From an optimization exercise on the open Yosys and OpenROAD flow, aimed at small area, a short achievable clock period and few clock cycles; shortcuts taken in it are not production practice. Function was checked by simulation only, so behaviour that the tests miss may differ from the original.

the previous run:
==> flow/design.v (excerpt) <==
module PSE (clk, reset, Xin, Yin, point_num, valid, Xout, Yout);
input clk;
input reset;
input [9:0] Xin;
input [9:0] Yin;
input [2:0] point_num;
output reg valid;
output reg [9:0] Xout;
output reg [9:0] Yout;
localparam ST_IN = 2'd0, ST_PAIR = 2'd1, ST_OUT = 2'd2, ST_GAP = 2'd3;
reg [1:0] st;
reg [2:0] nreg;      
reg [2:0] cnt;       
reg [1:0] len;       
reg [1:0] pos;       
reg [1:0] pc;        
reg [2:0] L0, L1, L2;
reg [5:1] asel;      
reg [4:1] bsel;      
reg [19:0] S0, S1, S2, S3, S4, S5;
wire [19:0] A = ({20{asel[1]}} & S1) | ({20{asel[2]}} & S2) | ({20{asel[3]}} & S3) |
                ({20{asel[4]}} & S4) | ({20{asel[5]}} & S5);
wire [19:0] B = ({20{bsel[1]}} & S1) | ({20{bsel[2]}} & S2) | ({20{bsel[3]}} & S3) |
                ({20{bsel[4]}} & S4);
wire [10:0] ax = {1'b0, A[19:10]} - {1'b0, S0[19:10]};
wire [10:0] ay = {1'b0, A[9:0]} - {1'b0, S0[9:0]};
wire [10:0] bx = {1'b0, B[19:10]} - {1'b0, S0[19:10]};
wire [10:0] by = {1'b0, B[9:0]} - {1'b0, S0[9:0]};
wire bef;    
pse_cmp cmp (.ax(ax), .ay(ay), .bx(bx), .by(by), .bef(bef));
wire [5:1] hi_oh = {nreg == 3'd6, nreg == 3'd5, nreg == 3'd4, nreg == 3'd3, 1'b0};
wire [5:1] lo_oh = {1'b0, nreg == 3'd6, nreg == 3'd5, nreg == 3'd4, nreg == 3'd3};
wire [2:0] ins = {1'b0, len} + 3'd1;
wire ins_act = (st == ST_IN) && (ins + 3'd3 <= nreg) && (ins < cnt);
wire at_end = (pos == len - 2'd1);
wire take_last = (st == ST_IN) && (cnt != 3'd0) && (cnt == nreg - 3'd1);
wire lrem = (pos != len);
wire prem = (pc != 2'd2);
wire last_out = ({1'b0, pos} + {1'b0, pc} == {1'b0, len} + 3'd1);   
wire [2:0] lp = (pos == 2'd0) ? L1 : L2;
wire [4:1] lp_oh = {1'b0, lp == 3'd3, lp == 3'd2, lp == 3'd1};
wire [4:1] l0_oh = {1'b0, L0 == 3'd3, L0 == 3'd2, L0 == 3'd1};
localparam NW = 9 + 2 + 2 + 2 + 5 + 4 + 2 + 1 + 1;
function [NW-1:0] nxt;
	input b;
	reg [2:0] n0, n1, n2;
	reg [1:0] nlen, npos, npc, nst;
	reg [5:1] nasel;
	reg [4:1] nbsel;
	reg nvalid, sela;
	reg [1:0] q;
	begin
		n0 = L0; n1 = L1; n2 = L2;
		nlen = len; npos = pos; npc = pc; nst = st;
  ...
==> module PSE, before the edit <==
module PSE (clk, reset, Xin, Yin, point_num, valid, Xout, Yout);
input clk;
input reset;
input [9:0] Xin;
input [9:0] Yin;
input [2:0] point_num;
output reg valid;
output reg [9:0] Xout;
output reg [9:0] Yout;
localparam ST_IN = 2'd0, ST_PAIR = 2'd1, ST_OUT = 2'd2, ST_GAP = 2'd3;
reg [1:0] st;
reg [2:0] nreg;      
reg [2:0] cnt;       
reg [1:0] len;       
reg [1:0] pos;       
reg [1:0] pc;        
reg [2:0] L0, L1, L2;
reg [5:1] asel;      
reg [4:1] bsel;      
reg [19:0] S0, S1, S2, S3, S4, S5;
wire [19:0] A = ({20{asel[1]}} & S1) | ({20{asel[2]}} & S2) | ({20{asel[3]}} & S3) |
                ({20{asel[4]}} & S4) | ({20{asel[5]}} & S5);
wire [19:0] B = ({20{bsel[1]}} & S1) | ({20{bsel[2]}} & S2) | ({20{bsel[3]}} & S3) |
                ({20{bsel[4]}} & S4);
wire [10:0] ax = {1'b0, A[19:10]} - {1'b0, S0[19:10]};
wire [10:0] ay = {1'b0, A[9:0]} - {1'b0, S0[9:0]};
wire [10:0] bx = {1'b0, B[19:10]} - {1'b0, S0[19:10]};
wire [10:0] by = {1'b0, B[9:0]} - {1'b0, S0[9:0]};
wire bef;    
pse_cmp cmp (.ax(ax), .ay(ay), .bx(bx), .by(by), .bef(bef));
wire [5:1] hi_oh = {nreg == 3'd6, nreg == 3'd5, nreg == 3'd4, nreg == 3'd3, 1'b0};
wire [5:1] lo_oh = {1'b0, nreg == 3'd6, nreg == 3'd5, nreg == 3'd4, nreg == 3'd3};
wire [2:0] ins = {1'b0, len} + 3'd1;
wire ins_act = (st == ST_IN) && (ins + 3'd3 <= nreg) && (ins < cnt);
wire at_end = (pos == len - 2'd1);
wire take_last = (st == ST_IN) && (cnt != 3'd0) && (cnt == nreg - 3'd1);
wire lrem = (pos != len);
wire prem = (pc != 2'd2);
wire last_out = ({1'b0, pos} + {1'b0, pc} == {1'b0, len} + 3'd1);   
wire [2:0] lp = (pos == 2'd0) ? L1 : L2;
wire [4:1] lp_oh = {1'b0, lp == 3'd3, lp == 3'd2, lp == 3'd1};
wire [4:1] l0_oh = {1'b0, L0 == 3'd3, L0 == 3'd2, L0 == 3'd1};
localparam NW = 9 + 2 + 2 + 2 + 5 + 4 + 2 + 1 + 1;
function [NW-1:0] nxt;
	input b;
	reg [2:0] n0, n1, n2;
	reg [1:0] nlen, npos, npc, nst;
	reg [5:1] nasel;
	reg [4:1] nbsel;
	reg nvalid, sela;
	reg [1:0] q;
	begin
		n0 = L0; n1 = L1; n2 = L2;
		nlen = len; npos = pos; npc = pc; nst = st;
		nasel = asel; nbsel = bsel; nvalid = 1'b0; sela = 1'b0;
		case (st)
			ST_IN: begin
				if (ins_act) begin
					if (b || at_end) begin
						q = b ? pos : pos + 2'd1;    
						if (q == 2'd0) n0 = ins;
						if (q == 2'd1) n1 = ins; else if (q < 2'd1) n1 = L0;
						if (q == 2'd2) n2 = ins; else if (q < 2'd2) n2 = L1;
						nlen = len + 2'd1;
						npos = 2'd0;
						nasel = {asel[4:1], 1'b0};
						nbsel = (q == 2'd0) ? asel[4:1] : l0_oh;
					end else begin
						npos = pos + 2'd1;
						nbsel = lp_oh;
					end
				end
				if (take_last) begin
					nst = ST_PAIR;
					nasel = hi_oh;
					nbsel = lo_oh[4:1];
				end
			end
			ST_PAIR: begin
				nvalid = 1'b1;
				nst = ST_OUT;
				npos = 2'd0;
				nasel = b ? hi_oh : lo_oh;
				nbsel = l0_oh;
			end
			ST_OUT: begin
				nvalid = 1'b1;
				sela = prem && (!lrem || b);
				if (sela) begin
					npc = pc + 2'd1;
					nasel = (hi_oh | lo_oh) & ~asel;
				end else begin
					npos = pos + 2'd1;
					nbsel = lp_oh;
				end
				if (last_out) nst = ST_GAP;
			end
			default: begin
				nst = ST_IN;
			end
		endcase
		nxt = {n0, n1, n2, nlen, npos, npc, nasel, nbsel, nst, nvalid, sela};
	end
endfunction
wire [NW-1:0] nx0 = nxt(1'b0);
wire [NW-1:0] nx1 = nxt(1'b1);
wire [NW-1:0] nx = bef ? nx1 : nx0;
wire pair = (st == ST_PAIR);
wire sa1 = !pair && prem;
wire sa0 = !pair && prem && !lrem;
wire sb1 = !pair && !prem;
wire sb0 = !pair && !(prem && !lrem);
wire [19:0] xo1 = ({20{pair}} & S0) | ({20{sa1}} & A) | ({20{sb1}} & B);
wire [19:0] xo0 = ({20{pair}} & S0) | ({20{sa0}} & A) | ({20{sb0}} & B);
always @(posedge clk) begin
	if (st == ST_IN) begin
		case (cnt)
			3'd0: S0 <= {Xin, Yin};
			3'd1: S1 <= {Xin, Yin};
			3'd2: S2 <= {Xin, Yin};
			3'd3: S3 <= {Xin, Yin};
			3'd4: S4 <= {Xin, Yin};
			default: S5 <= {Xin, Yin};
		endcase
	end
	{Xout, Yout} <= ({20{bef}} & xo1) | ({20{!bef}} & xo0);
	if (st == ST_IN && cnt == 3'd0) begin
		nreg <= point_num;
		len <= (point_num == 3'd3) ? 2'd0 : 2'd1;
		pos <= 2'd0;
		pc <= 2'd0;
		L0 <= 3'd1;
		asel <= 5'b00010;
		bsel <= 4'b0001;
	end else begin
		{L0, L1, L2, len, pos, pc, asel, bsel} <= nx[NW-1:4];
	end
end
always @(posedge clk) begin
	if (reset) begin
		st <= ST_IN;
		cnt <= 3'd0;
		valid <= 1'b0;
	end else begin
		st <= nx[3:2];
		valid <= nx[1];
		if (st == ST_IN) cnt <= cnt + 3'd1;
		else if (st == ST_GAP) cnt <= 3'd0;
	end
end
endmodule
Settings: LEC_CHECK=0, ABC_AREA=1, CAP_MARGIN=20, CORE_MARGIN=2, CORE_UTILIZATION=70, PLACE_DENSITY=0.7, SLEW_MARGIN=60, SYNTH_HIERARCHICAL=1, SYNTH_MINIMUM_KEEP_SIZE=0; clock period 35.0 ns.
standard.sh (not shown) runs the stock make flow with config.mk's settings and CLKGATE_MAP_FILE= SYNTH_SCRIPT=/design/flow/synth_recipe.tcl, a recipe that flattens the netlist after the stock synthesis.
==> flow/flow/run.sh <==
#!/bin/bash
# Layout flow: the standard flow (standard.sh), with two changes in how
# the layout is made:
#  * the port buffers are sky130_fd_sc_hd__buf_2 cells (buffer_ports picks a
#    slow delay cell by default);
#  * after global placement and repair_design, size.tcl upsizes gates on the
#    worst paths (drive strengths only; the netlist's function, the registers
#    and the constraints stay the same), before detailed placement.
# Each step's full output goes to a log file of its own in this folder.
set -euo pipefail
export BUFFER_PORTS_ARGS="-buffer_cell sky130_fd_sc_hd__buf_2"
RES=$PWD/orfs/results/$FLOW_PLATFORM/PSE/base
bash standard.sh $RES/3_4_place_resized.odb > flow_1_to_resize.log 2>&1
cp $RES/3_4_place_resized.odb $RES/3_4_place_resized_unsized.odb
SIZE_IN=$RES/3_4_place_resized_unsized.odb SIZE_OUT=$RES/3_4_place_resized.odb \
  LIB=$FLOW_HOME/platforms/$FLOW_PLATFORM/lib/sky130_fd_sc_hd__tt_025C_1v80.lib \
  SDC=$FLOW_SDC SIZE_ITERS=80 SIZE_WINDOW=0.3 \
  openroad -exit -no_init flow/size.tcl > flow_2_size.log 2>&1
bash standard.sh > flow_3_to_finish.log 2>&1
Other scripts of this flow, unchanged in this note and not shown: flow/flow/size.tcl
Testbench counts of the previous run, summed over its fixed seeds: cycles 31,902.
Input-level comparison between the current run and the previous run:
diff --git a/flow/design.v b/flow/design.v
--- a/flow/design.v
+++ b/flow/design.v
@@ -23,8 +23,9 @@
 wire [19:0] B = ({20{bsel[1]}} & S1) | ({20{bsel[2]}} & S2) | ({20{bsel[3]}} & S3) |
                 ({20{bsel[4]}} & S4);
-wire [10:0] ax = {1'b0, A[19:10]} - {1'b0, S0[19:10]};
-wire [10:0] ay = {1'b0, A[9:0]} - {1'b0, S0[9:0]};
-wire [10:0] bx = {1'b0, B[19:10]} - {1'b0, S0[19:10]};
-wire [10:0] by = {1'b0, B[9:0]} - {1'b0, S0[9:0]};
+wire [10:0] ax, ay, bx, by;      
+pse_sub sax (.a(A[19:10]), .b(S0[19:10]), .d(ax));
+pse_sub say (.a(A[9:0]), .b(S0[9:0]), .d(ay));
+pse_sub sbx (.a(B[19:10]), .b(S0[19:10]), .d(bx));
+pse_sub sby (.a(B[9:0]), .b(S0[9:0]), .d(by));
 wire bef;    
 pse_cmp cmp (.ax(ax), .ay(ay), .bx(bx), .by(by), .bef(bef));
@@ -150,4 +151,9 @@
 end
 endmodule
+module pse_sub (a, b, d);
+input [9:0] a, b;
+output [10:0] d;
+assign d = {1'b0, a} - {1'b0, b};
+endmodule
 module pse_cmp (ax, ay, bx, by, bef);
 input [10:0] ax, ay, bx, by;
--- outcome ---
The current run: done, clean on timing, DRC and antenna
Relative to the previous run, the relative area change from synthesis to final layout of the current run is lower by 0.93 points.
Fmax | the current run vs the previous run | the current run slower
[compare] base=the previous run new=the current run: synthesized area picked up an extra about 1.8%.
Re worst setup slack: the current run is 0.033 ns down on the previous run.
The current run vs the previous run: via count up
Going from the previous run to the current run, register-to-register slack lost 0.03 ns, time the worst path needs with I/O delays and setup went up.
Per the comparison of the current run with the previous run, all-layer global routing usage grew by 1.6 points, combined flip-flop and latch cell area held steady.
Testbench counts of the current run, summed over its fixed seeds: cycles 31,902.

## port drivers added, routing unchanged
Ports are ideal in the flow. The routed layouts listed here were re-timed in OpenROAD. Step 1 sets driving cells, clkbuf_16 on the clock port and buf_2 on the other inputs (assumed; they add their load-dependent delay and slew). Step 2 also shifts input and output timing later by t, the mid clock arrival at the registers, as if the neighbouring blocks saw the same clock. Slacks: no drivers / after step 1 / after step 2; pairs: no drivers / after step 1.
run | shift t [ns] | setup slack, ns | worst register clock-pin slew, ns
the previous run | 0.485 | 26.817 / 26.817 / 26.817 | 0.08 / 0.08
the current run | 0.487 | 26.784 / 26.784 / 26.784 | 0.09 / 0.09
After both steps setup and hold are still met in every run listed.
